Source: an optimization exercise on an open RTL-to-GDS flow (aim: small area, a short achievable clock period and few clock cycles). Production flows keep margins and buffers that such runs may drop. Only simulation tests tie the RTL to the original design; equivalence was not proved. No activity file was given, so power comes from the tool's default toggle rates.

==> flow/design.v <==
module simple_ram (
	input             clk   ,
	input             we    ,
	input      [ 6:0] w_idx ,
	input      [ 3:0] w_sel ,
	input      [31:0] w_data,
	input      [ 4:0] r_idx ,  
	output     [127:0] r_data  
);
	wire [31:0] q [0:127];
	genvar i, b;
	generate
		for (i = 0; i < 128; i = i + 1) begin : word
			reg [31:0] d;
			wire hit = we && (w_idx == i);
			for (b = 0; b < 4; b = b + 1) begin : byte_
				always @(posedge clk)
					if (hit && w_sel[b])
						d[8*b+7:8*b] <= w_data[8*b+7:8*b];
			end
			assign q[i] = d;
		end
		for (i = 0; i < 4; i = i + 1) begin : way
			assign r_data[32*i+31:32*i] = q[{i[1:0], r_idx}];
		end
	endgenerate
endmodule
module cache (
	input         clk           ,
	input         rst           ,
	input  [ 1:0] rw_flag       ,
	input  [31:0] addr          ,
	input  [31:0] write_data    ,
	input  [ 3:0] write_mask    ,
	output [31:0] read_data     ,
	output        busy          ,
	output        done          ,
	output [ 1:0] mem_rw_flag   ,
	output [31:0] mem_addr      ,
	output [31:0] mem_write_data,
	output [ 3:0] mem_write_mask,
	input  [31:0] mem_read_data ,
	input         mem_done
);
	function [1:0] mru_way;
		input [1:0] c;
		input [7:0] r;
		reg [1:0] a0, a1, a2, a3, am0, am1;
		reg [1:0] m0, m1;
		begin
			a0 = c - r[1:0];
			a1 = c - r[3:2];
			a2 = c - r[5:4];
			a3 = c - r[7:6];
			m0  = (a0 < a1) ? 2'd0 : 2'd1;
			am0 = (a0 < a1) ? a0 : a1;
			m1  = (a2 < a3) ? 2'd2 : 2'd3;
			am1 = (a2 < a3) ? a2 : a3;
			mru_way = (am0 < am1) ? m0 : m1;
		end
	endfunction
	function [1:0] lru_way;
		input [1:0] c;
		input [7:0] r;
		reg [1:0] a0, a1, a2, a3, al0, al1;
		reg [1:0] l0, l1;
		begin
			a0 = c - r[1:0];
			a1 = c - r[3:2];
			a2 = c - r[5:4];
			a3 = c - r[7:6];
			l0  = (a0 >= a1) ? 2'd0 : 2'd1;
			al0 = (a0 >= a1) ? a0 : a1;
			l1  = (a2 >= a3) ? 2'd2 : 2'd3;
			al1 = (a2 >= a3) ? a2 : a3;
			lru_way = (al0 >= al1) ? l0 : l1;
		end
	endfunction
	function [1:0] enc4;
		input [3:0] oh;
		enc4 = {oh[3] | oh[2], oh[3] | oh[1]};
	endfunction
	function [3:0] dec4;
		input [1:0] v;
		dec4 = 4'b0001 << v;
	endfunction
	reg         req_v;       
	reg         req_w;
	reg  [31:2] req_addr;
	reg  [31:0] req_wdata;
	reg  [ 3:0] req_mask;
	reg  [ 3:0] req_hit;     
	reg         done_r;
	reg  [31:0] rdata_r;
	reg  [15:0] valid;       
	reg  [ 7:0] cnt;         
	reg  [31:0] stamp;       
	reg         fill_active;
	reg  [31:5] fill_line;
	reg  [ 1:0] fill_way;
	reg  [ 2:0] fill_crit;
	reg  [ 2:0] fill_cur;    
	reg  [ 2:0] fill_next;   
	reg  [ 2:0] fill_rem;    
	reg  [ 7:0] filled;
	reg         mo;          
	reg         mo_read;     
	reg  [ 1:0] wb_cnt;
	reg  [31:2] wb0_addr, wb1_addr;
	reg  [31:0] wb0_data, wb1_data;
	reg  [ 3:0] wb0_mask, wb1_mask;
	wire        rd_in   = rw_flag[0];
	wire        wr_in   = rw_flag[1];
	wire [ 1:0] set_in  = addr[6:5];
	wire [ 2:0] word_in = addr[4:2];
	wire [24:0] tag_q [0:15];
	wire [ 3:0] hit_in;
	genvar gi;
	generate
		for (gi = 0; gi < 4; gi = gi + 1) begin : cmp
			assign hit_in[gi] = valid[{gi[1:0], set_in}] && tag_q[{gi[1:0], set_in}] == addr[31:7];
		end
	endgenerate
	wire        hit_any_in = |hit_in;
	wire        arr_now   = mem_done && mo_read;    
	wire        infill_in = fill_active && set_in == fill_line[6:5] && hit_in[fill_way];
	wire        unf_in    = infill_in && !filled[word_in];
	wire        match_in  = arr_now && word_in == fill_cur;
	wire [ 1:0] req_set   = req_addr[6:5];
	wire [ 2:0] req_word  = req_addr[4:2];
	wire        req_hany  = |req_hit;
	wire        infill_r  = fill_active && req_set == fill_line[6:5] && req_hit[fill_way];
	wire        unf_r     = infill_r && !filled[req_word];
	wire        memfree   = !mo || mem_done;
	wire        fill_more = fill_rem != 3'd0;
	wire        wb_any    = wb_cnt != 2'd0;
	wire        iss_fill  = fill_more && mem_done;
	wire        iss_wb    = !fill_more && wb_any && memfree;
	wire        iss_miss  = !fill_more && !wb_any && req_v && !req_w && !req_hany && memfree;
	wire        wb_ok     = wb_cnt != 2'd2 || iss_wb;
	assign mem_rw_flag    = {iss_wb, iss_fill || iss_miss};
	assign mem_addr       = fill_more ? {fill_line, fill_next, 2'b00} :
	                        wb_any    ? {wb0_addr, 2'b00} : {req_addr, 2'b00};
	assign mem_write_data = wb0_data;
	assign mem_write_mask = wb0_mask;
	wire        rd_fast   = rd_in && hit_any_in && (!unf_in || match_in);
	wire        wr_ok_in  = wr_in && wb_ok && !(hit_any_in && (arr_now || unf_in));
	wire        byp       = req_v && !req_w && req_hany && arr_now && fill_cur == req_word;
	wire        wr_ok_r   = req_v && req_w && wb_ok && !(req_hany && (arr_now || unf_r));
	assign done      = done_r || byp;
	assign read_data = byp ? mem_read_data : rdata_r;
	assign busy      = 1'b0;
	wire        wr_arr_in = wr_ok_in && hit_any_in;
	wire        wr_arr_r  = wr_ok_r && req_hany;
	wire        ram_we    = arr_now || wr_arr_in || wr_arr_r;
	wire [ 6:0] ram_widx  = arr_now ? {fill_way, fill_line[6:5], fill_cur} :
	                        wr_in   ? {enc4(hit_in), set_in, word_in} :
	                                  {enc4(req_hit), req_set, req_word};
	wire [ 3:0] ram_wsel  = arr_now ? 4'b1111 : wr_in ? write_mask : req_mask;
	wire [31:0] ram_wdata = arr_now ? mem_read_data : wr_in ? write_data : req_wdata;
	wire [127:0] ram_q;
	simple_ram ram (
		.clk   (clk      ),
		.we    (ram_we   ),
		.w_idx (ram_widx ),
		.w_sel (ram_wsel ),
		.w_data(ram_wdata),
		.r_idx ({set_in, word_in}),
		.r_data(ram_q    )
	);
	wire [31:0] rd_word = ({32{hit_in[0]}} & ram_q[ 31: 0]) |
	                      ({32{hit_in[1]}} & ram_q[ 63:32]) |
	                      ({32{hit_in[2]}} & ram_q[ 95:64]) |
	                      ({32{hit_in[3]}} & ram_q[127:96]);
	wire [ 1:0] victim  = lru_way(cnt[2*req_set +: 2], stamp[8*req_set +: 8]);
	wire        use_en  = (rd_in && hit_any_in) || iss_miss;
	wire [ 1:0] use_set = rd_in ? set_in : req_set;
	wire [ 1:0] use_way = rd_in ? enc4(hit_in) : victim;
	wire [ 1:0] use_c   = cnt[2*use_set +: 2];
	wire        use_upd = use_en && use_way != mru_way(use_c, stamp[8*use_set +: 8]);
	always @(posedge clk) begin
		if (rst) begin
			valid <= 16'd0;
			cnt   <= 8'd0;
			stamp <= 32'd0;
		end else begin
			if (use_upd) begin
				cnt[2*use_set +: 2] <= use_c + 2'd1;
				stamp[8*use_set + 2*use_way +: 2] <= use_c + 2'd1;
			end
			if (iss_miss)
				valid[{victim, req_set}] <= 1'b1;
		end
	end
	generate
		for (gi = 0; gi < 16; gi = gi + 1) begin : tags
			reg [24:0] t;
			always @(posedge clk)
				if (iss_miss && {victim, req_set} == gi)
					t <= req_addr[31:7];
			assign tag_q[gi] = t;
		end
	endgenerate
	always @(posedge clk) begin
		if (rst) begin
			req_v  <= 1'b0;
			done_r <= 1'b0;
		end else begin
			done_r <= rd_fast || wr_ok_in || wr_ok_r;
			if (rd_in || wr_in)
				req_v <= (rd_in && !rd_fast) || (wr_in && !wr_ok_in);
			else if (byp || wr_ok_r)
				req_v <= 1'b0;
		end
		if (rd_in || wr_in) begin
			req_w     <= wr_in;
			req_addr  <= addr[31:2];
			req_wdata <= write_data;
			req_mask  <= write_mask;
			req_hit   <= hit_in;
		end else if (iss_miss)
			req_hit   <= dec4(victim);
		if (rd_in)
			rdata_r <= match_in && unf_in ? mem_read_data : rd_word;
	end
	always @(posedge clk) begin
		if (rst) begin
			fill_active <= 1'b0;
			fill_rem    <= 3'd0;
			mo          <= 1'b0;
			mo_read     <= 1'b0;
		end else begin
			if (iss_miss) begin
				fill_active <= 1'b1;
				fill_line   <= req_addr[31:5];
				fill_way    <= victim;
				fill_crit   <= req_word;
				fill_cur    <= req_word;
				fill_next   <= (req_word == 3'd0) ? 3'd1 : 3'd0;
				fill_rem    <= 3'd7;
				filled      <= 8'd0;
			end else if (arr_now) begin
				filled[fill_cur] <= 1'b1;
				if (fill_more) begin
					fill_cur  <= fill_next;
					fill_next <= (fill_next + 3'd1 == fill_crit) ? fill_next + 3'd2 : fill_next + 3'd1;
					fill_rem  <= fill_rem - 3'd1;
				end else
					fill_active <= 1'b0;
			end
			if (iss_fill || iss_miss || iss_wb) begin
				mo      <= 1'b1;
				mo_read <= !iss_wb;
			end else if (mem_done) begin
				mo      <= 1'b0;
				mo_read <= 1'b0;
			end
		end
	end
	wire        push   = wr_ok_in || wr_ok_r;
	wire [31:2] p_addr = wr_in ? addr[31:2] : req_addr;
	wire [31:0] p_data = wr_in ? write_data : req_wdata;
	wire [ 3:0] p_mask = wr_in ? write_mask : req_mask;
	always @(posedge clk) begin
		if (rst)
			wb_cnt <= 2'd0;
		else
			wb_cnt <= wb_cnt + {1'b0, push} - {1'b0, iss_wb};
		if (iss_wb) begin
			wb0_addr <= (push && wb_cnt == 2'd1) ? p_addr : wb1_addr;
			wb0_data <= (push && wb_cnt == 2'd1) ? p_data : wb1_data;
			wb0_mask <= (push && wb_cnt == 2'd1) ? p_mask : wb1_mask;
		end else if (push && wb_cnt == 2'd0) begin
			wb0_addr <= p_addr;
			wb0_data <= p_data;
			wb0_mask <= p_mask;
		end
		if (push && (iss_wb ? wb_cnt == 2'd2 : wb_cnt == 2'd1)) begin
			wb1_addr <= p_addr;
			wb1_data <= p_data;
			wb1_mask <= p_mask;
		end
	end
endmodule
module dcache (
	input         clk           ,
	input         rst           ,
	input  [ 1:0] rw_flag       ,
	input  [31:0] addr          ,
	input  [31:0] write_data    ,
	input  [ 3:0] write_mask    ,
	output [31:0] read_data     ,
	output        busy          ,
	output        done          ,
	output [ 1:0] mem_rw_flag   ,
	output [31:0] mem_addr      ,
	output [31:0] mem_write_data,
	output [ 3:0] mem_write_mask,
	input  [31:0] mem_read_data ,
	input         mem_done
);
	cache dcache0 (
		.clk           (clk           ),
		.rst           (rst           ),
		.rw_flag       (rw_flag       ),
		.addr          (addr          ),
		.write_data    (write_data    ),
		.write_mask    (write_mask    ),
		.read_data     (read_data     ),
		.busy          (busy          ),
		.done          (done          ),
		.mem_rw_flag   (mem_rw_flag   ),
		.mem_addr      (mem_addr      ),
		.mem_write_data(mem_write_data),
		.mem_write_mask(mem_write_mask),
		.mem_read_data (mem_read_data ),
		.mem_done      (mem_done      )
	);
endmodule
==> flow/run.sh <==
#!/bin/bash
# synth_recipe.tcl (not shown) runs the flow's synth.tcl, then flattens the netlist and writes it again
# the make line also repeats each setting of config.mk as NAME=value (left out here)
make -C /OpenROAD-flow-scripts/flow DESIGN_CONFIG=/design/flow/config.mk WORK_HOME=/design/flow/orfs CLKGATE_MAP_FILE= SYNTH_SCRIPT=/design/flow/synth_recipe.tcl finish
==> flow/config.mk <==
export PLATFORM = sky130hd
export DESIGN_NAME = dcache
export DESIGN_NICKNAME = dcache
export VERILOG_FILES = /design/flow/design.v
export SDC_FILE = /design/flow/constraint.sdc
export NUM_CORES = 4
export LEC_CHECK = 0
export CAP_MARGIN = 20
export CORE_MARGIN = 2
export CORE_UTILIZATION = 40
export SLEW_MARGIN = 20
==> flow/constraint.sdc <==
create_clock -name core_clock -period 9.0 [get_ports {clk}]
set_input_delay 1.8000 -clock core_clock [delete_from_list [all_inputs] [get_ports {clk}]]
set_output_delay 1.8000 -clock core_clock [all_outputs]
set_load 0.01 [all_outputs]
==> flow_summary.json <==
{
  "tritoncts": "yes",
  "clkSinkCount": 4843,
  "finClkSkew_ns": 0.0869,
  "die_h_um": 681,
  "pwr-share-seq": 0.524,
  "wl_mm": 626,
  "hold_path_class": "flop to flop",
  "clk_pin_slew_ns": 0.07,
  "powerDensity_nw_per_um2": 232,
  "peakVddDrop_uv": 195,
  "hold_buffers": 0,
  "ys_ff_latch": 4843,
  "ys_seq_area_frac": 0.791,
  "synth_edf_count": 4777,
  "sw_frac_of_total": 0.229,
  "final_area_um2": 213000,
  "grt_pass1_vias": 108310,
  "final.setup.tns_ns": 0,
  "yosysWarnings": 2,
  "antenna_found_initial": 35,
  "final_hold_viol_count": 0,
  "rsz0062_at_grt": "false",
  "worst_pin_slew_ns": 1.41,
  "hold_depth": 2,
  "chipWidth_um": 681,
  "ios": 209,
  "gp_congestion": 0.902,
  "power_switching_w": 0.0113,
  "period_minus_slack_ns": 7.45,
  "synth_top_area_share": 0.783,
  "clock_latency_ns": 1.03,
  "wl_per_cell_um": 36.1,
  "synthFlopType": "edfxtp_1",
  "synth.area.top_cells": "edfxtp_1 78%, a221oi_1 4.0%, a22o_1 4.0%",
  "io_buffers": 203,
  "core_um2": 456000,
  "yosysMostFrequentCell": "edfxtp_1",
  "postCtsSetupRepairBufs": 0,
  "p_int_w": 0.0381,
  "p_leak_nw": 67.0,
  "end_kind": "flop",
  "vias": 112479,
  "dp_hpwl_mm": 370,
  "clkPwrFrac": 0.405,
  "cp_max_fo": 11,
  "finalCritPeriodShare": 0.828,
  "cp-start-kind": "flop",
  "drt-initial-drc-count": 18527,
  "slew_headroom": 0.0576,
  "nNetsFinal": 11066,
  "synth_top_area_cell": "edfxtp_1",
  "fmax_mhz": 134,
  "cp.required_ns": 9.84,
  "worst_ep_arrival_time_ns": 8.30,
  "place_area_um2": 197000,
  "ant_nets": 0,
  "worstRegToRegCells": 22,
  "synth.distinct_cells": 89,
  "maxCapViolCount": 0,
  "slew_viol_final": 0,
  "floorplan.rows": 248,
  "cts_buffer_depth": 4,
  "grt_pass1_wl_mm": 861,
  "setup_viol": 0,
  "root_buffer": "clkbuf_16",
  "postSynth.asyncResetShare": 0,
  "ctsResizeCount": 0,
  "initial_core_util": 0.401,
  "htree_levels": 5,
  "synthCells": 10138,
  "status": "no timing/DRC/antenna violations",
  "grt_max_degree": 129,
  "cts-buffers-inserted": 464,
  "drive_above_1_share": 0.174,
  "power_frac_comb": 0.072,
  "area_growth_syn_to_layout_pct": 16.4,
  "synthesis.area_um2": 183000,
  "viasPerCell": 6.49,
  "synth_common_cells": "4777 x edfxtp_1, 832 x a221oi_1, 827 x a22o_1, 533 x nor3_1, 483 x clkbuf_1",
  "grt-ovfl-total": 0,
  "syn_area_per_cell_um2": 18.1,
  "worstSetupPathType": "flop to flop",
  "drcViolationCount": 0,
  "dr.pass1.iters": 7,
  "dieArea_um2": 463000,
  "track_usage": 0.263
}
==> worst max-delay path: stages (launching register included) <==
cell and delay, ns:
edfxtp_1 0.69, buf_4 0.35, mux4_2 0.55, ha_1 0.23, xnor2_1 0.19, xor2_1 0.22, ha_1 0.27, o21bai_1 0.48
nor2_1 0.09, a21oi_1 0.19, ha_1 0.26, nand2b_1 0.14, a21oi_1 0.15, buf_4 0.21, nand2b_1 0.56, nand2_1 0.25
o21ai_1 0.72, o21a_1 0.22, ha_1 0.19, and3_1 0.42, nand2_1 0.16, a2111oi_4 0.42, mux2_1 0.36
==> final timing paths <==
kind | startpoint | slack, ns | end
hold / removal | dcache0.valid[15] | 0.48 | dcache0.valid[15]
setup / recovery | dcache0.req_addr[5] | 1.55 | dcache0.stamp[12]
setup reg to reg | dcache0.req_addr[5] | 1.55 | dcache0.stamp[12]
hold reg to reg | dcache0.valid[15] | 0.48 | dcache0.valid[15]
==> power groups by stage <==
stage                     registers, W  logic [W]  clock network [W]
after floorplan                 0.0264    0.00170                  0
after global placement          0.0263    0.00341                  0
after global routing            0.0259    0.00370             0.0209
after detailed placement        0.0263    0.00348                  0
after CTS                       0.0259    0.00349             0.0201
final                           0.0259    0.00355             0.0200
==> area by class of cell <==
type,instances,area (µm²)
fillers,38088,243000
flip-flops and latches,4843,145000
multi-input cells,4529,36000
clock buffers,554,12000
repair buffers,1042,9200
well taps,6000,7510
clock inverters,308,3420
inverters,40,153
diodes,13,32.5
==> metrics by stage <==
step / utilization / total power (W) / std cells / hold WS [ns] / setup slack, ns
floorplan: - / 0.0281 / 10140 / 0.424 / 2.04
global placement: 0.432 / 0.0297 / 16440 / 0.453 / 1.10
global route: 0.467 / 0.0505 / 17319 / 0.502 / 1.13
finish: 0.467 / 0.0494 / 17329 / 0.482 / 1.55
detailed placement: 0.433 / 0.0298 / 16449 / 0.459 / 1.12
CTS: 0.467 / 0.0494 / 17311 / 0.483 / 1.58
==> per-layer routing <==
| layer | wire length, µm | vias to the layer above | global-route usage |
|---|---|---|---|
| met4 | 27800 | 24 | 0.102 |
| met2 | 283000 | 8621 | 0.405 |
| met1 | 233000 | 58153 | 0.361 |
| met5 | 175 | - | 0 |
| met3 | 81900 | 1426 | 0.0630 |
| li1 | - | 44255 | - |
==> layout by cell type, fill, tap and decap left out, types with 13 or more instances in the layout <==
cell type / synthesis / routed
diode_2: 0 / 13
clkbuf_16: 0 / 468
nor2b_1: 13 / 13
xnor2_1: 97 / 97
ha_1: 41 / 41
dfxtp_1: 66 / 66
clkinv_1: 0 / 100
mux2_1: 31 / 31
o21ai_0: 138 / 138
nand2_1: 186 / 181
nor2_4: 0 / 87
buf_4: 18 / 775
mux2_2: 171 / 171
edfxtp_1: 4777 / 4777
o2111ai_1: 39 / 39
a221oi_1: 832 / 832
clkbuf_1: 483 / 85
o41ai_1: 18 / 14
inv_1: 39 / 38
clkdlybuf4s50_1: 0 / 198
mux4_2: 88 / 88
nor2_2: 0 / 13
a22oi_1: 364 / 364
clkinv_2: 0 / 87
a21oi_1: 97 / 97
nor3_1: 533 / 511
nor2_1: 228 / 128
o32ai_1: 35 / 35
xor2_1: 37 / 37
clkinvlp_4: 0 / 29
nand3_1: 93 / 93
nor3_2: 8 / 29
a22o_1: 827 / 827
buf_12: 2 / 56
mux2i_1: 133 / 133
bufinv_16: 0 / 62
nand2b_1: 45 / 44
nand4_1: 277 / 277
==> kinds of logic (layout without fill, tap and decap cells) <==
group,after synthesis,in the layout,synth area share
flops,4843,4843,0.791
compound gates,2461,2461,0.111
simple gates,1457,1457,0.0406
buf+inv,768,1944,0.0175
mux,433,433,0.0313
xor+xnor,134,134,0.00641
fa+ha+maj,41,41,0.00280
other cells,1,16,0.0000205
==> registers in the layout (all words and copies together), names as in the netlist, 4 cells and up <==
register	flops
dcache0.cnt	8
dcache0.fill_line	27
dcache0.filled	8
dcache0.ram.word.d	4096
dcache0.rdata_r	32
dcache0.req_addr	30
dcache0.req_hit	4
dcache0.req_mask	4
dcache0.req_wdata	32
dcache0.stamp	32
dcache0.tags.t	400
dcache0.valid	16
dcache0.wb0_addr	30
dcache0.wb0_data	32
dcache0.wb0_mask	4
dcache0.wb1_addr	30
dcache0.wb1_data	32
dcache0.wb1_mask	4
Testbench counts, summed over its fixed seeds: cycles 134,254.

re-timing with driven ports:
In the flow no input, the clock included, has a driving cell. The finished layout below was timed again as built, in two steps.
Step 1 assumes that a clkbuf_16 drives the clock port and a buf_2 every other input.
Step 2 adds t to the input delays and takes it off the output delays; t is the mean of the earliest and latest rising clock arrival at the registers after step 1. Input paths then give back, and output paths get back, about the clock's delay inside the block.
Slacks: ideal ports / drivers / drivers and shift; pairs: ideal ports / drivers.
t (ns): 1.099
slack for setup (ns): 1.545 / 1.545 / 1.040
slew at the worst register clock pin (ns): 0.07 / 0.07
worst slew at a driven data input, ns: 0.11
cell pins on the clock port's net: 1
After both steps this run still meets setup and hold. For this run, drivers alone change the setup slack by 0.000 ns; drivers and shift together by -0.505 ns.
